This design comes from an exercise in tuning for small area on the open sky130 flow, not from production work. Function was checked by simulation only, so behaviour that the tests miss may differ from the original. The clock input has no modelled driver; a real chip could not lean on it and would need a root buffer or a full tree. No activity file was given, so power comes from the tool's default toggle rates.

==> flow/design.v (excerpt) <==
module axi4_adapter #(
  parameter integer                     AXI_ID_WIDTH = 1,
  parameter integer                     AXI_ADDR_WIDTH = 12,
  parameter integer                     AXI_DATA_WIDTH = 32,
  parameter bit                         ALIGN_ADDR = 1'b1,
  parameter bit                         EN_SEC_MODE = 1'b1,
  parameter bit                         NO_SEC_FAIL = 0,
  parameter bit                         DECOUPLE_W = 1,
  parameter integer                     AXI_BYTE_COUNT  = AXI_DATA_WIDTH / 8
)(
  input  logic                          aclk,
  input  logic                          aresetn,
  input  logic [AXI_ID_WIDTH-1:0]       awid,
  input  logic [AXI_ADDR_WIDTH-1:0]     awaddr,
  input  logic [7:0]                    awlen,
  input  logic [2:0]                    awsize,
  input  logic [1:0]                    awburst,
  /*verilator lint_off UNUSED*/
  input  logic                          awlock,
  input  logic [3:0]                    awcache,
  /*verilator lint_on UNUSED*/
  input  logic [2:0]                    awprot,
  ...
==> flow/config.mk <==
export PLATFORM = sky130hd
export DESIGN_NAME = axi4_adapter
export DESIGN_NICKNAME = axi4_adapter
export VERILOG_FILES = /design/flow/design.v
export SDC_FILE = /design/flow/constraint.sdc
export NUM_CORES = 4
export LEC_CHECK = 0
export CAP_MARGIN = 20
export CORE_MARGIN = 2
export CORE_UTILIZATION = 40
export GPL_TIMING_DRIVEN = 0
export SLEW_MARGIN = 20
==> flow/constraint.sdc <==
create_clock -name core_clock -period 4.0 [get_ports {aclk}]
set_input_delay 0.8000 -clock core_clock [delete_from_list [all_inputs] [get_ports {aclk}]]
set_output_delay 0.8000 -clock core_clock [all_outputs]
set_load 0.01 [all_outputs]
standard.sh (not shown) runs the stock make flow with config.mk's settings and CLKGATE_MAP_FILE= SYNTH_SCRIPT=/design/flow/synth_recipe.tcl, a recipe that flattens the netlist after the stock synthesis.
==> flow/flow/run.sh <==
#!/bin/bash
# The standard ORFS layout (standard.sh) with:
#  - an area-oriented ABC script for the combinational mapping (flow/my_synth.tcl),
#    and no extraction of half/full adder cells (ADDER_MAP_FILE empty), which
#    leaves the hand-written carry chains to ABC,
#  - 1x buffers on the ports,
#  - a clock tree made by hand: the clock port drives four clock buffers, each
#    driving one quarter of the flip-flops (flow/cts_manual.tcl).
# Each tool's output is logged in this folder.
set -euo pipefail
here=$(pwd)
orig=$(grep -o 'SYNTH_SCRIPT=[^ ]*' standard.sh | head -1 | cut -d= -f2-)
export ORIG_SYNTH_SCRIPT="$orig"
export MY_ABC_SCRIPT="$here/flow/abc_area.script"
sed "s#SYNTH_SCRIPT=[^ ]*#SYNTH_SCRIPT=$here/flow/my_synth.tcl#" standard.sh > my_standard.sh
export ADDER_MAP_FILE=
export BUFFER_PORTS_ARGS="-buffer_cell sky130_fd_sc_hd__buf_1"
export PRE_GLOBAL_PLACE_TCL="$here/flow/pre_gpl.tcl"
export PRE_CTS_TCL="$here/flow/cts_manual.tcl"
export MANUAL_CTS_BUF=sky130_fd_sc_hd__clkbuf_16
export MANUAL_CTS_N=4
bash my_standard.sh > standard.log 2>&1
Other scripts of this flow, unchanged in this note and not shown: flow/flow/abc_area.script, flow/flow/cts_manual.tcl, flow/flow/my_synth.tcl, flow/flow/pre_gpl.tcl
The first run completed with no timing, DRC or antenna violations.
Then changed:
--- a/flow/design.v
+++ b/flow/design.v
@@ -133,28 +133,30 @@
       aw_full <= 1'b0;
     end
     else if (aw_full) begin
       aw_full <= ~aw_pop;
     end
     else begin
       aw_full <= awvalid;
     end
   end : ff_aw_full
   logic aw_push;
   assign aw_push = awvalid & ~aw_full;
   always_ff @(posedge aclk) begin : ff_awb
-    awb_addr <= (awb_addr & {12{aw_full}}) | (awaddr & {12{aw_push}});
-    awb_mode <= (awb_mode & {4{aw_full}}) | (aw_mode & {4{aw_push}});
-    awb_sec  <= (awb_sec & aw_full) | (awprot[1] & aw_push);
-    awb_id   <= (awb_id & aw_full) | (awid & aw_push);
+    if (aw_push) begin
+      awb_addr <= awaddr;
+      awb_mode <= aw_mode;
+      awb_sec  <= awprot[1];
+      awb_id   <= awid;
+    end
   end : ff_awb
   always_ff @(posedge aclk) begin : ff_aw_pop_en
     if (!aresetn) begin
       aw_pop_en <= 1'b1;
     end
     else if (aw_take) begin
       aw_pop_en <= 1'b0;
     end
     else if (w_hs) begin
       aw_pop_en <= wlast & b_free;
     end
     else if (aw_full) begin
The new run completed with no timing, DRC or antenna violations.
Cell count is lower by 2.5%.
Core utilization is higher by 1.1 points.
Sequential power is about the same.
Setup slack is worse by 0.055 ns.
Total power is lower by 1.0%.
Combinational power is lower by 4.7%.
In every run of this note, the design's own scripts or RTL, not TritonCTS, make the clock network.

==> re-timing with driven ports <==
No port has a modelled driver above. Below, the same layouts with a new extraction and two added sets of constraints.
Step 1 assumes that a clkbuf_16 drives the clock port and a buf_2 every other input.
Step 2, shift: input delay + t, output delay - t, t = (earliest + latest rising clock arrival at the registers) / 2. This alone moves slack from input paths to output paths.
Slacks: no drivers / after step 1 / after step 2; pairs: no drivers / after step 1.
run	t (ns)	setup WS [ns]	worst setup path at the end	clock arrival spread, ns	worst data-port slew with drivers (ns)
the first run	0.240	0.193 / 0.236 / 0.005	input to register	0.010 / 0.010	0.07
the second run	0.237	0.138 / 0.186 / -0.052	input to register	0.010 / 0.009	0.08
Met with ideal ports but missed after step 2: setup timing in the second run. For the second run, which loses most, drivers alone change the setup slack by +0.048 ns; drivers and shift together by -0.190 ns.
